Context: an optimization exercise on an open-source flow, tuned for small area, a short achievable clock period and few clock cycles. The choices shown serve that exercise and are no tape-out recipe.
Where RTL was checked, it was by simulation tests only, not by an equivalence proof against the original.
Power figures rest on the tool's default switching activity, not on a simulated workload.

==> build 15: inputs <==
// chris_slave
module chris_slave (
		input  wire [3:0]  avs_s0_address,
		input  wire        avs_s0_read,
		output wire [31:0] avs_s0_readdata,
		input  wire        avs_s0_write,
		input  wire [31:0] avs_s0_writedata,
		output wire        avs_s0_waitrequest,
		input  wire        clock_clk,
		input  wire        reset_reset,
		output wire        LEDR
	);
==> flow/config.mk <==
export PLATFORM = sky130hd
export DESIGN_NAME = chris_slave
export DESIGN_NICKNAME = chris_slave
export VERILOG_FILES = /design/flow/design.v
export SDC_FILE = /design/flow/constraint.sdc
export NUM_CORES = 4
export LEC_CHECK = 0
export ABC_AREA = 1
export CAP_MARGIN = 20
export CORE_MARGIN = 2
export CORE_UTILIZATION = 50
export CTS_BUF_LIST = sky130_fd_sc_hd__clkbuf_8 sky130_fd_sc_hd__clkbuf_16
export CTS_CLUSTER_DIAMETER = 80
export CTS_CLUSTER_SIZE = 28
export SETUP_SLACK_MARGIN = 3.6
export SLEW_MARGIN = 20
==> flow/constraint.sdc <==
create_clock -name core_clock -period 6.0 [get_ports {clock_clk}]
set_input_delay 1.2000 -clock core_clock [delete_from_list [all_inputs] [get_ports {clock_clk}]]
set_output_delay 1.2000 -clock core_clock [all_outputs]
set_load 0.01 [all_outputs]
run.sh (not shown) runs the stock make flow with config.mk's settings and CLKGATE_MAP_FILE= SYNTH_SCRIPT=/design/flow/synth_recipe.tcl, a recipe that flattens the netlist after the stock synthesis.
==> build 35 (differences from build 15) <==
==> flow/design.v (replaced) <==
module convolution_core (
input clk,
input reset,
input upd,
input [3:0] upd_addr,
input [31:0] new_val,
input [31:0] old_val,
output [31:0] ret
);
	reg [31:0] acc_s, acc_c;
	assign ret = acc_s + acc_c;
	function [31:0] shl;
		input [31:0] x;
		input [1:0] s;
		case (s)
			2'd0: shl = x;
			2'd1: shl = {x[30:0], 1'b0};
			2'd2: shl = {x[29:0], 2'b0};
			default: shl = {x[28:0], 3'b0};
		endcase
	endfunction
	reg [4:0] w;
	always @(*) begin
		case (upd_addr)
			4'd0: w = 5'b00_0_00;    
			4'd1: w = 5'b00_0_01;    
			4'd2: w = 5'b11_0_10;    
			4'd3: w = 5'b00_0_10;    
			4'd4: w = 5'b10_0_10;    
			4'd5: w = 5'b10_1_10;    
			4'd6: w = 5'b11_0_11;    
			4'd7: w = 5'b00_0_11;    
			default: w = 5'b10_0_11;    
		endcase
	end
	wire en  = upd & ~reset;
	wire two = en & w[4];
	wire neg = w[3];
	wire [31:0] n2 = w[2] ? {new_val[30:0], 1'b0} : new_val;
	wire [31:0] t1 = en ? shl(new_val, w[1:0]) : 32'd0;
	wire [31:0] t2 = two ? (neg ? ~n2 : n2) : 32'd0;
	wire [31:0] o2 = w[2] ? {old_val[30:0], 1'b0} : old_val;
	wire [31:0] t3 = en ? ~shl(old_val, w[1:0]) : 32'd0;
	wire [31:0] t4 = two ? (neg ? o2 : ~o2) : 32'd0;
	wire k1 = two & neg;     
	wire k2 = en;            
	wire k3 = two & ~neg;    
	wire [31:0] xs = acc_s & {32{~reset}};
	wire [31:0] xc = acc_c & {32{~reset}};
	wire [31:0] sa = xs ^ xc ^ t1;
	wire [31:0] ca = {(xs[30:0] & xc[30:0]) | (xs[30:0] & t1[30:0]) | (xc[30:0] & t1[30:0]), k1};
	wire [31:0] sb = t2 ^ t3 ^ t4;
	wire [31:0] cb = {(t2[30:0] & t3[30:0]) | (t2[30:0] & t4[30:0]) | (t3[30:0] & t4[30:0]), k2};
	wire [31:0] sc = sa ^ ca ^ sb;
	wire [31:0] cc = {(sa[30:0] & ca[30:0]) | (sa[30:0] & sb[30:0]) | (ca[30:0] & sb[30:0]), k3};
	wire [31:0] sd = sc ^ cc ^ cb;
	wire [31:0] cd = {(sc[30:0] & cc[30:0]) | (sc[30:0] & cb[30:0]) | (cc[30:0] & cb[30:0]), 1'b0};
	always @(posedge clk) begin
		acc_s <= sd;
		acc_c <= cd;
	end
endmodule
`timescale 1 ps / 1 ps
module chris_slave (
		input  wire [3:0]  avs_s0_address,
		input  wire        avs_s0_read,
		output wire [31:0] avs_s0_readdata,
		input  wire        avs_s0_write,
		input  wire [31:0] avs_s0_writedata,
		output wire        avs_s0_waitrequest,
		input  wire        clock_clk,
		input  wire        reset_reset,
		output wire        LEDR
	);
	wire [3:0]  a   = avs_s0_address;
	wire [31:0] wd  = avs_s0_writedata;
	wire        rst = reset_reset;
	wire        wr  = avs_s0_write;
	wire        rd  = avs_s0_read;
	reg  [31:0] v0, v1, v2, v3, v4, v5, v6, v7, v8;
	reg  [31:0] rdata;     
	reg  [31:0] dreg;      
	reg         wait_q;    
	reg         wait2;     
	reg         led_q;     
	reg         pv;        
	reg  [3:0]  pa;        
	assign avs_s0_readdata    = rdata;
	assign avs_s0_waitrequest = wait_q;
	assign LEDR               = led_q;
	wire [31:0] wdm = wd & {32{~rst}};
	always @(posedge clock_clk) begin
		if (rst | (wr && a == 4'd0)) v0 <= wdm;
		if (rst | (wr && a == 4'd1)) v1 <= wdm;
		if (rst | (wr && a == 4'd2)) v2 <= wdm;
		if (rst | (wr && a == 4'd3)) v3 <= wdm;
		if (rst | (wr && a == 4'd4)) v4 <= wdm;
		if (rst | (wr && a == 4'd5)) v5 <= wdm;
		if (rst | (wr && a == 4'd6)) v6 <= wdm;
		if (rst | (wr && a == 4'd7)) v7 <= wdm;
		if (rst | (wr && a == 4'd8)) v8 <= wdm;
	end
	wire [31:0] res;
	reg  [31:0] rmux;
	always @(*) begin
		case (a)
			4'd0: rmux = v0;
			4'd1: rmux = v1;
			4'd2: rmux = v2;
			4'd3: rmux = v3;
			4'd4: rmux = v4;
			4'd5: rmux = v5;
			4'd6: rmux = v6;
			4'd7: rmux = v7;
			4'd8: rmux = v8;
			4'd9: rmux = res;
			default: rmux = 32'hffffffff;
		endcase
	end
	always @(posedge clock_clk) begin
		rdata <= rmux;
		dreg  <= wd;
	end
	always @(posedge clock_clk) begin
		if (rst) begin
			wait_q <= 1'b0;
			wait2  <= 1'b0;
			led_q  <= 1'b0;
			pv     <= 1'b0;
			pa     <= 4'd0;
		end else begin
			if (wr && a == 4'd8) begin
				wait_q <= 1'b1;
				wait2  <= 1'b0;
				led_q  <= 1'b1;
			end else if (rd) begin
				if (wait_q) begin
					wait2 <= 1'b1;
					if (wait2) wait_q <= 1'b0;
				end else begin
					led_q <= 1'b0;
				end
			end
			pv <= wr && (a[3] == 1'b0 || a == 4'd8);
			pa <= a;
		end
	end
	convolution_core acc (
		.clk(clock_clk),
		.reset(rst),
		.upd(pv),
		.upd_addr(pa),
		.new_val(dreg),
		.old_val(rdata),
		.ret(res)
	);
endmodule
ABC_AREA = unset   (was 1)
ABC_CLOCK_PERIOD_IN_PS = 2200   (was unset)
CORE_UTILIZATION = 40   (was 50)
CTS_BUF_LIST = unset   (was sky130_fd_sc_hd__clkbuf_8 sky130_fd_sc_hd__clkbuf_16)
CTS_CLUSTER_DIAMETER = unset   (was 80)
CTS_CLUSTER_SIZE = unset   (was 28)
SETUP_SLACK_MARGIN = 3.8   (was 3.6)
==> qor summary <==
metric                                                                        build 35                 build 15
Proportion of power drawn by flip-flops and latches                              44.0%                    46.9%
Placed Instance Area                                                        25000 um^2               25900 um^2
Stages on worst setup path                                                          13                        3
Share of the synthesized area in compound gates (AO/OA/AOI/OAI)                  14.8%                    5.58%
Endpoint with the worst hold slack                                            rdata[0]                    led_q
Gr usage total                                                                   27.0%                    28.8%
Die height                                                                      244 um                   225 um
DRT iter0 DRCs                                                                    2115                     2013
Worst-path fanout max                                                                5                        9
Setup bufs post-CTS                                                                176                       39
Placeable core region                                                       56600 um^2               47800 um^2
Initial antenna violation count                                                      4                        1
Sequential cell power                                                          3630 uW                  4180 uW
Number of multi-input combinational cells                                         1336                     1798
Critical-path cell with the highest stage delay                  sky130_fd_sc_hd__fa_2  sky130_fd_sc_hd__nor2_1
Filler Cell Count                                                                 4517                     4144
Cell count after synthesis                                                        2037                     2672
Clock-pin slew on the worst setup and hold paths                                 60 ps                    90 ps
Worst slew margin                                                                38.5%                    33.5%
Final Util                                                                       56.1%                    59.1%
HPWL Detailed                                                                 45600 um                 51300 um
Mapped Nets                                                                       2232                     2870
Status                                                no timing/DRC/antenna violations  no timing/DRC/antenna violations
Synth Register Bits                                                                425                      486
FF-to-FF Start                                                                   pa[3]                acc.rst_q
Pin count of the biggest net entering global routing                                44                       97
Worst hold slack                                                                443 ps                   488 ps
Testbench counts of build 15, summed over its fixed seeds: cycles 63,899.
For build 35, only the layout was checked, not whether the RTL still works.

[what the ideal ports hide]
The results above use ideal ports. As a check the final layouts listed here were re-extracted and re-timed, cells and wires unchanged.
Step 1 sets driving cells, clkbuf_16 on the clock port and buf_2 on the other inputs (assumed; they add their load-dependent delay and slew).
Step 2 also shifts input and output timing later by t, the mid clock arrival at the registers, as if the neighbouring blocks saw the same clock.
Slacks: ideal ports / drivers / drivers and shift; pairs: ideal ports / drivers.
run	t (ns)	setup WS [ns]	worst setup path after step 2	worst register clock-pin slew, ns	worst data-port slew with drivers (ns)
build 15	0.663	3.611 / 3.570 / 2.950	input to register	0.10 / 0.10	0.08
build 35	0.646	2.738 / 2.647 / 2.001	input to register	0.07 / 0.07	0.20
After both steps setup and hold are still met in every run listed. The setup slack of build 35, which loses most, moves by -0.091 ns with the drivers and by -0.737 ns with both steps.
